This design comes from an exercise in tuning for a short achievable clock period and few clock cycles on the open sky130 flow, not from production work. In this exercise RTL edits were held to simulation tests only and were not proved equivalent to the original. Power is estimated from default activity; no workload was simulated.

==> job 8661: inputs <==
==> flow/design.v (excerpt) <==
module top_mips (input  logic        clk, reset,
                 output logic [31:0] imem_addr,
                 input  logic [31:0] imem_rdata,
                 output logic [31:0] dmem_addr, dmem_wdata,
                 output logic        dmem_we,
                 input  logic [31:0] dmem_rdata);
Settings: LEC_CHECK=0, CAP_MARGIN=20, CORE_MARGIN=2, CORE_UTILIZATION=40, SLEW_MARGIN=20, SYNTH_HIERARCHICAL=1; clock period 10.0 ns.
standard.sh (not shown) runs the stock make flow with config.mk's settings and CLKGATE_MAP_FILE= SYNTH_SCRIPT=/design/flow/synth_recipe.tcl, a recipe that flattens the netlist after the stock synthesis.
==> flow/flow/run.sh <==
#!/bin/bash
set -u
export SETUP_SLACK_MARGIN=6.5
export BUFFER_PORTS_ARGS="-buffer_cell sky130_fd_sc_hd__buf_4"
bash standard.sh synth > synth.log 2>&1 || exit 1
bash standard.sh finish > layout.log 2>&1 || exit 1
==> job 8565 (differences from job 8661) <==
--- a/flow/design.v
+++ b/flow/design.v
@@ -65,12 +65,19 @@
              (input  logic [WIDTH-1:0] d0, d1,
               input  logic             s,
               output logic [WIDTH-1:0] y);
    assign y = s ? d1 : d0;
 endmodule
 `timescale 1ns / 1ps
+module predsel (input  logic [31:0] instr,
+                input  logic        en,
+                output logic        pred, sel);
+  assign pred = (instr[31:26] == 6'b000100) &
+                (instr[15] | (instr[25:21] == instr[20:16]));
+  assign sel  = pred & en;
+endmodule
 `timescale 1ns / 1ps
 module pctarget (input  logic [15:0] pc,
                  input  logic [15:0] imm,
                  output logic [15:0] y);
   logic [15:0] g, p, gn, pn, c;
   always_comb begin
@@ -116,42 +123,44 @@
     end
   end
 endmodule
 `timescale 1ns / 1ps
 module nextpc (input  logic        isBeqE, predE, eqE,
                input  logic        canResD, predD, rsEqRtD, eqAddiD, fixD,
-               input  logic        stall, predF, reset,
+               input  logic        stall, reset,
+               input  logic [31:0] instrF,
                input  logic [29:0] altE, altD, tgtD, pc, pc1,
                input  logic [15:0] targetLo,
                output logic        mispE, mispD,
                output logic [29:0] y, yr);
-  logic        selT;
+  logic        selT, selTr, predF, predFr;
   logic [29:0] x, xr, xt;
   assign mispE = isBeqE & (eqE ^ predE);
   assign mispD = canResD & ((rsEqRtD | eqAddiD) ^ predD);
-  assign selT  = predF & ~stall & ~mispE & ~mispD & ~fixD;
+  predsel ps  (instrF, ~stall & ~mispE & ~mispD & ~fixD, predF, selT);
+  predsel psr (instrF, ~stall & ~mispE & ~mispD & ~fixD & ~reset, predFr, selTr);
   assign x  = mispE ? altE : mispD ? altD : fixD ? tgtD : stall ? pc : pc1;
   assign xr = reset ? 30'd0 : x;
   mux2 #(16) my  (x[15:0],  targetLo, selT, y[15:0]);
-  mux2 #(16) myr (xr[15:0], targetLo, selT & ~reset, yr[15:0]);
+  mux2 #(16) myr (xr[15:0], targetLo, selTr, yr[15:0]);
   assign y[29:16]  = selT ? pc[29:16] : x[29:16];
-  assign yr[29:16] = (selT & ~reset) ? pc[29:16] : xr[29:16];
+  assign yr[29:16] = selTr ? pc[29:16] : xr[29:16];
 endmodule
 `timescale 1ns / 1ps
 `timescale 1ns / 1ps
-module exfwd (input  logic [31:0] opA, opB,
-              input  logic [3:0]  op,           
+module exfwd (input  logic [31:0] opA, opB, lng,
+              input  logic [5:0]  op,           
               input  logic [31:0] negImm,
               input  logic [31:0] rA, rB, rC, resM, dImm,
               input  logic        mA, mB, mC,
               input  logic        fA, fB, fC, useImm, isAcc,
               output logic [31:0] a, sum, fast,
               output logic        eq, eqNegImm,
               output logic [31:0] nA, nB, nC, nSD);
   logic [31:0] b, bx, g, p, gn, pn, c, logicv;
-  logic [31:0] eA, eB, eC, eS, iA, iB, iC, iS;
+  logic [31:0] eB, eC, iA, iB, iC, iS;
   logic        isLogic;
   assign a  = opA;
   assign b  = opB;
   assign bx = op[1] ? ~b : b;
   always_comb begin
     g = a & bx;
@@ -167,29 +176,27 @@
       p = pn;
     end
     c[0] = op[1];
     for (int i = 1; i < 32; i++) c[i] = g[i-1] | (p[i-1] & op[1]);
   end
   assign sum = a ^ bx ^ c;
-  assign isLogic = op[2] | op[3];
-  assign logicv  = op[2] ? (a & b) : (a | b);
-  assign fast    = isLogic ? logicv : sum;
-  assign eq       = (a == b);
-  assign eqNegImm = (a == negImm);
-  assign eA = (fA & isLogic) ? logicv : rA;
-  assign eB = useImm ? dImm : ((fB & isLogic) ? logicv : rB);
-  assign eC = ~isAcc ? 32'd0 : ((fC & isLogic) ? logicv : rC);
-  assign eS = (fB & isLogic) ? logicv : rB;
-  mux2 #(32) ia (eA, resM, mA & ~fA, iA);
+  assign isLogic = op[2] | op[3] | op[4] | op[5];
+  assign logicv  = op[2] ? (a & b) : op[3] ? (a | b) : lng;
+  mux2 #(32) mf (sum, logicv, isLogic, fast);
+  eq32 eqab (a, b, eq);           
+  eq32 eqni (a, negImm, eqNegImm);
+  assign eB = useImm ? dImm : rB;
+  assign eC = isAcc ? rC : 32'd0;
+  mux2 #(32) ia (rA, resM, mA & ~fA, iA);
   mux2 #(32) ib (eB, resM, mB & ~fB & ~useImm, iB);
   mux2 #(32) ic (eC, resM, mC & ~fC & isAcc, iC);
-  mux2 #(32) is (eS, resM, mB & ~fB, iS);
-  mux2 #(32) ma (iA, sum, fA & ~isLogic, nA);
-  mux2 #(32) mb (iB, sum, fB & ~isLogic & ~useImm, nB);
-  mux2 #(32) mc (iC, sum, fC & ~isLogic & isAcc, nC);
-  mux2 #(32) ms (iS, sum, fB & ~isLogic, nSD);
+  mux2 #(32) is (rB, resM, mB & ~fB, iS);
+  mux2 #(32) ma (iA, fast, fA, nA);
+  mux2 #(32) mb (iB, fast, fB & ~useImm, nB);
+  mux2 #(32) mc (iC, fast, fC & isAcc, nC);
+  mux2 #(32) ms (iS, fast, fB, nSD);
 endmodule
 `timescale 1ns / 1ps
 `timescale 1ns / 1ps
 `timescale 1ns / 1ps
 `timescale 1ns / 1ps
 `timescale 1ns / 1ps
@@ -256,13 +263,13 @@
         6'b101010: aluopD = 6'b010000;
         6'b011110: aluopD = 6'b100000;
         default:   aluopD = 6'b000001;
       endcase
   end
   assign shLtD   = (isRD | isAccD) & (aluopD[4] | aluopD[5]);
-  assign isLongD = isAccD | shLtD;
+  assign isLongD = isAccD;
   logic [31:0] sumM;
   adder #(32) accadd (aluOutM, cM, 1'b0, sumM);
   assign resultM = isLoadM ? dmem_rdata : sumM;
   regfile rf (clk, regwriteM, destM, resultM, selAD, selBD, selCD, rfA, rfB, rfC);
   logic [31:1] valid, validNext, ohA, ohB, ohC;
   logic [4:0]  raN, rbN, rcN;
@@ -289,30 +296,41 @@
   assign depMC = regwriteM & (destM == rdD);
   assign ldE   = isLoadE;
   assign fastE = ~isLoadE & ~isLongE;
   assign depA  = regwriteE & (destE == rsD);
   assign depB  = regwriteE & (destE == rtD);
   assign depC  = regwriteE & (destE == rdD);
-  assign stall = (ldE | isLongE) & ((validD & depA) | (useBD & depB));
+  logic       stallR, stallNext, useBF;
+  logic [5:0] opF;
+  assign opF   = imem_rdata[31:26];
+  assign useBF = (opF == 6'b000000) | (opF == 6'b001100) | (opF == 6'b000100);
+  assign stallNext = ~stall & ~mispredictE & ~mispredictD & ~fixD &
+                     regwriteD & (isLwD | isLongD) &
+                     ((imem_rdata[25:21] == destD) |
+                      (useBF & (imem_rdata[20:16] == destD)));
+  always_ff @(posedge clk, posedge reset)
+    if (reset) stallR <= 1'b0;
+    else stallR <= stallNext;
+  assign stall = stallR;
   logic [31:0] aE, nA, nB, nC, nSD;
   logic        eqAddiD;
   assign canResD = isBeqD & ~stall &
                    ((rsD == rtD) | (isAddiE & depA & (rtD == 5'd0)));
   logic [31:0] fastE_res, fullE, longE;
   logic        eqE;
   logic [31:0] sumE;
-  exfwd    exf (opAE, opBE, aluopE[3:0], negImmE,
+  alu_long exl (opAE, opBE, aluopE[5], longE);
+  exfwd    exf (opAE, opBE, longE, aluopE, negImmE,
                 rfA, rfB, rfC, resultM, immD, depMA, depMB, depMC,
                 depA & fastE, depB & fastE, depC & fastE,
                 useImmD, isAccD,
                 aE, sumE, fastE_res, eqE, eqAddiD, nA, nB, nC, nSD);
-  alu_long exl (opAE, opBE, aluopE[5], longE);
-  assign fullE = (aluopE[4] | aluopE[5]) ? longE : fastE_res;
+  assign fullE = fastE_res;
   logic [29:0] pcNextR;
   nextpc npc (isBeqE, predE, eqE, canResD, predD, rsD == rtD, eqAddiD, fixD,
-              stall, predF, reset, altE, altD, tgtD, pcF, pc1F, targetF,
+              stall, reset, imem_rdata, altE, altD, tgtD, pcF, pc1F, targetF,
               mispredictE, mispredictD, pcNext, pcNextR);
   always_ff @(posedge clk, posedge reset)
     if (reset) pcF <= 30'd0;
     else pcF <= pcNext;
   always_ff @(posedge clk)
     pcOut <= pcNextR;
==> flow/flow/run.sh (replaced) <==
#!/bin/bash
set -u
export SETUP_SLACK_MARGIN=7
export BUFFER_PORTS_ARGS="-buffer_cell sky130_fd_sc_hd__buf_4"
bash standard.sh synth > synth.log 2>&1 || exit 1
bash standard.sh finish > layout.log 2>&1 || exit 1
==> results by group <==
Outcome
  • Status: no timing/DRC/antenna violations

Floorplan
  • Rows: 167
  • DIE HEIGHT: 461 um

STA
  • Final worst path period share: 35.3%
  • Worst Tran Pin Value: 1.13 ns
  • Fmax: 283 MHz

Final layout
  • Logic inverters: 187

Detailed routing
  • DR WL met3: 40600 um

Worst setup path
  • Crit-path max FO: 5
  • CP Launch Point: aluopE[1]
  • R2R setup slack: 6.47 ns
  • CP max stage cell: a2111o_1

Power and ir drop
  • Total power: ~20 mW
  • Pleak: roughly 37 nW
[end of results for job 8565]
==> results by group <==
Outcome
  • Status: no timing/DRC/antenna violations

Final layout
  • Logic inverters: about 260

STA
  • Fmax: 271 MHz

Detailed routing
  • DR WL met3: 42300 um

Worst setup path
  • R2R setup slack: 6.32 ns
  • CP Launch Point: imem_rdata[27]
  • Crit-path max FO: 8
  • CP max stage cell: or4b_4

Floorplan
  • Rows: 170

Power and ir drop
  • Total power: between 15 and 20 mW
  • Pleak: 35.7 nW
[end of results for job 8661]
Testbench counts of job 8661, summed over its fixed seeds: cycles 60,268.
Testbench counts of job 8565, summed over its fixed seeds: cycles 59,725.

## afterwards: timing with drivers on the ports
The results above use ideal ports. As a check the final layouts listed here were re-extracted and re-timed, cells and wires unchanged.
Step 1: set_driving_cell puts a clkbuf_16 on clk and a buf_2 on each other input, an assumption about the parent block.
Step 2 adds t to the input delays and takes it off the output delays; t is the mean of the earliest and latest rising clock arrival at the registers after step 1. Input paths then give back, and output paths get back, about the clock's delay inside the block.
Slacks: ideal / step 1 / step 2; pairs: ideal / step 1.
run | t, ns | slack for setup (ns) | latest minus earliest clock arrival (ns) | slew at the worst register clock pin (ns) | worst slew at a driven data input, ns
job 8661 | 0.917 | 6.308 / 6.323 / 5.455 | 0.045 / 0.045 | 0.07 / 0.07 | 0.19
job 8565 | 0.925 | 6.469 / 6.469 / 5.957 | 0.060 / 0.060 | 0.07 / 0.07 | 0.08
After both steps setup and hold are still met in every run listed. The setup slack of job 8661, which loses most, moves by +0.015 ns with the drivers and by -0.853 ns with both steps.
